Context: an optimization exercise on an open-source flow, tuned for small area. The choices shown serve that exercise and are no tape-out recipe.
RTL that was checked went through simulation tests only; none was proved equivalent to the original.
Power is estimated from default activity; no workload was simulated.

## v31
## UIController
module UIController (
  input wire         Clock,
  input wire         Reset_n,
  input  wire [6:0]  REG,
  input  wire [9:0]  VALUE_D,
  output reg  [9:0]  VALUE_Q,
  input  wire        SET,
  input  wire        CLR,
  input  wire        INC,
  input  wire        DEC,
  output wire [8:0]  DISP_VMRK1,
  output wire [8:0]  DISP_VMRK2,
  output wire [8:0]  DISP_HMRK1,
  output wire [8:0]  DISP_HMRK2,
  output wire [1:0]  INPUT_SELECT,
  output wire [0:0]  ADC1_TDIV,
  output wire [1:0]  ADC1_VDIV,
  output wire [7:0]  ADC1_VSHIFT,
  output wire [13:0] ADC1_TRG_LVL,
  output wire [2:0]  ADC1_TRG_MODE,
  output wire [0:0]  ADC2_TDIV,
  output wire [1:0]  ADC2_VDIV,
  output wire [7:0]  ADC2_VSHIFT,
  output wire [13:0] ADC2_TRG_LVL,
  output wire [2:0]  ADC2_TRG_MODE,
  output wire [0:0]  DIG1_TDIV,
  output wire [7:0]  DIG1_VSHIFT,
  output wire [9:0]  DIG1_PAT,
  output wire [9:0]  DIG1_PDCC,
  output reg         DIG1_CFG,
  output wire [0:0]  DIG1_TRG_LVL,
  output wire [2:0]  DIG1_TRG_MODE,
  output wire [0:0]  DIG2_TDIV,
  output wire [7:0]  DIG2_VSHIFT,
  output wire [9:0]  DIG2_PAT,
  output wire [9:0]  DIG2_PDCC,
  output reg         DIG2_CFG,
  output wire [0:0]  DIG2_TRG_LVL,
  ...
Size: about 220 flip-flops, roughly 260 I/O pins, ~9800 um2 of cells after synthesis.
==> flow/config.mk <==
export PLATFORM = sky130hd
export DESIGN_NAME = UIController
export DESIGN_NICKNAME = UIController
export VERILOG_FILES = /design/flow/design.v
export SDC_FILE = /design/flow/constraint.sdc
export NUM_CORES = 4
export LEC_CHECK = 0
export CAP_MARGIN = 20
export CORE_MARGIN = 2
export CORE_UTILIZATION = 60
export GPL_TIMING_DRIVEN = 0
export PLACE_DENSITY = 0.7
export SLEW_MARGIN = 20
export SYNTH_HIERARCHICAL = 1
export SYNTH_MINIMUM_KEEP_SIZE = 0
==> flow/constraint.sdc <==
create_clock -name core_clock -period 10.0 [get_ports {Clock}]
set_input_delay 2.0000 -clock core_clock [delete_from_list [all_inputs] [get_ports {Clock}]]
set_output_delay 2.0000 -clock core_clock [all_outputs]
set_load 0.01 [all_outputs]
standard.sh (not shown) runs the stock make flow with config.mk's settings and CLKGATE_MAP_FILE= SYNTH_SCRIPT=/design/flow/synth_recipe.tcl, a recipe that flattens the netlist after the stock synthesis.
==> flow/flow/run.sh <==
#!/bin/bash
# Standard layout, with the port buffers made from the smallest buffer and
# a clock tree of fewer, larger clusters without dummy loads.
set -euo pipefail
export BUFFER_PORTS_ARGS="-buffer_cell sky130_fd_sc_hd__buf_1"
export CTS_ARGS="-sink_clustering_enable -sink_clustering_size 10 -sink_clustering_max_diameter 50 -buf_list sky130_fd_sc_hd__clkbuf_4 -dont_use_dummy_load -repair_clock_nets"
bash standard.sh finish > standard.log 2>&1
v31 completed end to end; final checks failed (negative setup slack).
Setup changes, v31 to v48
- clearing GPL_TIMING_DRIVEN, which used to be 0
==> flow/flow/run.sh <==
#!/bin/bash
# Standard layout, with the port buffers made from the smallest buffer and
# a clock tree of fewer, larger clusters without dummy loads.
set -euo pipefail
export BUFFER_PORTS_ARGS="-buffer_cell sky130_fd_sc_hd__buf_1"
export CTS_ARGS="-sink_clustering_enable -sink_clustering_size 28 -sink_clustering_max_diameter 80 -buf_list sky130_fd_sc_hd__clkbuf_16 -dont_use_dummy_load -repair_clock_nets"
bash standard.sh finish > standard.log 2>&1
[summary]
v48 closes out successfully: all stages finished, all timing, DRC and antenna checks passed.
Looking only at final instance count without filler cells, and setting everything else aside, the higher value of v48 and v31 goes to v31.
In v48 the detailed-placement wirelength estimate turned out about 0.9% higher than in v31.
Number of DRC violations after detailed routing: v31 vs v48 identical
Between v31 and v48, final worst-path cycle share decreased.
### v48 -> v14
==> flow/flow/run.sh <==
#!/bin/bash
# Standard layout, with the port buffers made from the smallest buffer and
# a clock tree of fewer, larger clusters without dummy loads.
set -euo pipefail
export BUFFER_PORTS_ARGS="-buffer_cell sky130_fd_sc_hd__buf_1"
export CTS_ARGS="-sink_clustering_enable -sink_clustering_size 14 -sink_clustering_max_diameter 60 -buf_list sky130_fd_sc_hd__clkbuf_8 -dont_use_dummy_load -repair_clock_nets"
bash standard.sh finish > standard.log 2>&1
Notes after the runs:
For number of inserted filler cells in the final layout, v48 and v14 come out practically identical.
Compared with v48, in v14 met1 track utilization from global routing climbed 0.98 points, sequential share of layout area held, register-to-register slack decreased by 0.06 ns relative to the old numbers, post-synthesis cell type count roughly the same.
v14 -> v48: share of cell area taken by multi-input logic gates flat
v48 and v14 ended up with nearly the same synthesis-to-finish area growth.
Comparing clock group total power for v48 and v14, the bigger number came from v48.
No functional check of the RTL was part of any run of this note.

* * *

== v20 ==
UIController, a different RTL version from the one above (not shown whole).
Size: ~830 cells after synthesis, roughly 9900 sq um of cells after synthesis.
export LEC_CHECK = 0
export CAP_MARGIN = 20
export CORE_MARGIN = 2
export CORE_UTILIZATION = 65
export GPL_TIMING_DRIVEN = 0
export PLACE_DENSITY = 0.75
export SLEW_MARGIN = 20
export SYNTH_HIERARCHICAL = 1
export SYNTH_MINIMUM_KEEP_SIZE = 0
create_clock -name core_clock -period 10.0 [get_ports {Clock}]
==> flow/flow/run.sh <==
#!/bin/bash
# Standard layout, with the port buffers made from the smallest buffer,
# a clock tree of larger clusters without dummy loads, and one tie cell
# for the constant outputs.
set -euo pipefail
export BUFFER_PORTS_ARGS="-buffer_cell sky130_fd_sc_hd__buf_1"
export CTS_ARGS="-sink_clustering_enable -sink_clustering_size 9 -sink_clustering_max_diameter 45 -buf_list sky130_fd_sc_hd__clkbuf_4 -dont_use_dummy_load -repair_clock_nets"
export SKIP_REPAIR_TIE_FANOUT=1
bash standard.sh finish > standard.log 2>&1
Input changes introduced in v57 (baseline for comparison: v20):
- changing PLACE_DENSITY from 0.75 to 0.7
- removing GPL_TIMING_DRIVEN (formerly 0)
- changing CORE_UTILIZATION from 65 to 60
==> flow/flow/run.sh <==
#!/bin/bash
# Standard layout, with the port buffers made from the smallest buffer and
# a clock tree of fewer, larger clusters without dummy loads.
set -euo pipefail
export BUFFER_PORTS_ARGS="-buffer_cell sky130_fd_sc_hd__buf_1"
export CTS_ARGS="-sink_clustering_enable -sink_clustering_size 14 -sink_clustering_max_diameter 60 -buf_list sky130_fd_sc_hd__clkbuf_8 -dont_use_dummy_load -repair_clock_nets"
bash standard.sh finish > standard.log 2>&1
--- outcome ---
- v20: all stages complete, timing, DRC and antenna checks passed
- v57: flow completed, timing, DRC and antenna clean
- Minimum period implied by the final worst setup slack (v57 over v20): decrease, 0.44 ns
- Compared with v20, v57 has extra setup slack.
- v57 vs. v20: number of buffers created by CTS -10, fraction of power consumed by the clock network +1.8 points.
- The first-pass GRT wire length in v57 was higher than what v20 gave.
- v57 vs. v20: routed wire length went up by about 1.3%, post-layout instance area went down by 1.1%.
Here is what was changed in the inputs of v59 compared with v57.
- a change of CORE_UTILIZATION from 60 to 72
- a change of PLACE_DENSITY from 0.7 to 0.8
- a change of CAP_MARGIN from 20 to 5
- a change of SLEW_MARGIN from 20 to 5
==> flow/flow/run.sh <==
#!/bin/bash
# Standard layout, with the port buffers made from the smallest buffer,
# a clock tree of larger clusters without dummy loads, and one tie cell
# for the constant outputs.
set -euo pipefail
export BUFFER_PORTS_ARGS="-buffer_cell sky130_fd_sc_hd__buf_1"
export CTS_ARGS="-sink_clustering_enable -sink_clustering_size 9 -sink_clustering_max_diameter 45 -buf_list sky130_fd_sc_hd__clkbuf_4 -dont_use_dummy_load -repair_clock_nets"
export SKIP_REPAIR_TIE_FANOUT=1
bash standard.sh finish > standard.log 2>&1
## What came out
In the flow results for v57 and v59, the clock share of power is smaller on v59. Relative to v57, the design area measured on v59 has decreased slightly. Wire length: v59 vs v57 up 5.7%. Max sum of routed wire segments on met1 across v57 and v59: v57.
Input changes introduced in v24 (baseline for comparison: v59):
- PLACE_DENSITY changed from 0.8 to 0.75
- SLEW_MARGIN changed from 5 to 20
- CORE_UTILIZATION changed from 72 to 65
- CAP_MARGIN changed from 5 to 20
--- outcome ---
- Compared to v59, v24 has total routing usage reported by global routing 9.0 points lower.
- Per the comparison of v24 with v59, wire length after detailed routing lost about 7%, global-route wire length before repair decreased about 9%, met2 track demand over resource in global routing went down by 15 points, count of buffering cells on the critical path with inverters included barely changed, core area climbed about 13%.
- The lower global routing met3 resource utilization of v24 and v59 is in v24.
- v24 ended up with met5 as its highest metal layer with signal wires; v59 ended up with met4.
- v24: via count of the routed design about 6% below v59
- The register share of the cell area reported for v24 is smaller than that of v59 by 0.25 points.

* * *

Starting RTL as in the previous note.
clock: 10.0 ns
lec_check: 0
cap_margin: 20
core_margin: 2
core_utilization: 60
gpl_timing_driven: 0
place_density: 0.7
slew_margin: 20
synth_hierarchical: 1
synth_minimum_keep_size: 0
==> flow/flow/run.sh <==
#!/bin/bash
# Standard layout, with the port buffers made from the smallest buffer and
# a clock tree of fewer, larger clusters without dummy loads.
set -euo pipefail
export BUFFER_PORTS_ARGS="-buffer_cell sky130_fd_sc_hd__buf_1"
export CTS_ARGS="-sink_clustering_enable -sink_clustering_size 14 -sink_clustering_max_diameter 60 -buf_list sky130_fd_sc_hd__clkbuf_8 -dont_use_dummy_load -repair_clock_nets"
bash standard.sh finish > standard.log 2>&1
Edit:
==> flow/flow/run.sh (replaced) <==
#!/bin/bash
# Standard layout, with the port buffers made from the smallest buffer,
# a clock tree of larger clusters without dummy loads, and one tie cell
# for the constant outputs.
set -euo pipefail
export BUFFER_PORTS_ARGS="-buffer_cell sky130_fd_sc_hd__buf_1"
export CTS_ARGS="-sink_clustering_enable -sink_clustering_size 9 -sink_clustering_max_diameter 45 -buf_list sky130_fd_sc_hd__clkbuf_4 -dont_use_dummy_load -repair_clock_nets"
export SKIP_REPAIR_TIE_FANOUT=1
bash standard.sh finish > standard.log 2>&1
--- a/flow/config.mk
+++ b/flow/config.mk
@@ -9,5 +9,4 @@
 export CORE_MARGIN = 2
-export CORE_UTILIZATION = 60
-export GPL_TIMING_DRIVEN = 0
-export PLACE_DENSITY = 0.7
+export CORE_UTILIZATION = 72
+export PLACE_DENSITY = 0.8
 export SLEW_MARGIN = 20
Effect: Global-route usage climbs by 12 points. Non-clock buffer count came out lower by 18. Die area drops by about a fifth. Utilization rose by 12 points. Design area is lower by a few percent. Routed wire length came out higher by a little under a tenth. Worst hold slack improves by 14 ps. Final cell count shrinks by a few percent. Total power goes down slightly. Clock-buffer cell count is higher by 8.

* * *

UIController, a different RTL version from the one above (not shown whole).
Size in the first run: about 220 flip-flops, roughly 260 I/O pins, roughly 9800 um^2 of cells after synthesis.
clock: 10.0 ns
lec_check: 0
cap_margin: 20
core_margin: 2
core_utilization: 65
place_density: 0.75
slew_margin: 20
synth_hierarchical: 1
synth_minimum_keep_size: 0
==> flow/flow/run.sh <==
#!/bin/bash
# Standard layout, with the port buffers made from the smallest buffer,
# a clock tree of larger clusters without dummy loads, and one tie cell
# for the constant outputs.
set -euo pipefail
export BUFFER_PORTS_ARGS="-buffer_cell sky130_fd_sc_hd__buf_1"
export CTS_ARGS="-sink_clustering_enable -sink_clustering_size 9 -sink_clustering_max_diameter 45 -buf_list sky130_fd_sc_hd__clkbuf_4 -dont_use_dummy_load -repair_clock_nets"
export SKIP_REPAIR_TIE_FANOUT=1
bash standard.sh finish > standard.log 2>&1
The first run finished clean.
Next try:
- CAP_MARGIN: 20 -> 5
- CORE_UTILIZATION: 65 -> 72
- PLACE_DENSITY: 0.75 -> 0.8
- SLEW_MARGIN: 20 -> 5
Outcome: The changed run passed the timing, DRC and antenna checks; total power went down slightly; worst hold slack barely changes; area after synthesis is unchanged; first-iteration DRC count increases by about a fifth.

[static timing again, ports no longer ideal]
The results above use ideal ports. As a check the final layouts listed here were re-extracted and re-timed, cells and wires unchanged. Step 1, drivers: a clkbuf_16 drives Clock and a buf_2 each remaining input, both assumed. Step 2, shift: input delay + t, output delay - t, t = (earliest + latest rising clock arrival at the registers) / 2. This alone moves slack from input paths to output paths. Slacks: ideal / step 1 / step 2; pairs: ideal / step 1.
run	shift t [ns]	slack for setup (ns)	hold WS [ns]	worst setup path at the end
v31	0.686	-0.028 / -0.079 / -0.079	0.532 / 0.532 / 0.532	input to output
v48	0.511	0.239 / 0.184 / 0.184	0.534 / 0.534 / 0.534	input to output
v14	0.554	0.215 / 0.188 / 0.188	0.532 / 0.532 / 0.532	input to output
v20	0.701	1.483 / 1.435 / 1.435	0.532 / 0.532 / 0.532	input to output
v57	0.552	1.919 / 1.897 / 1.897	0.534 / 0.534 / 0.534	input to output
v59	0.695	1.789 / 1.756 / 1.756	0.535 / 0.535 / 0.535	input to output
v24	0.699	1.772 / 1.717 / 1.717	0.525 / 0.525 / 0.525	input to output
the first run of note 3	0.556	1.494 / 1.425 / 1.425	0.525 / 0.525 / 0.525	input to output
the second run of note 3	0.695	1.794 / 1.761 / 1.761	0.538 / 0.538 / 0.538	input to output
the first run of note 4	0.706	0.558 / 0.532 / 0.532	0.532 / 0.532 / 0.532	input to output
the second run of note 4	0.706	0.282 / 0.242 / 0.242	0.533 / 0.533 / 0.533	input to output
The setup slack of the first run of note 3, which loses most, moves by -0.069 ns with the drivers and by -0.069 ns with both steps.
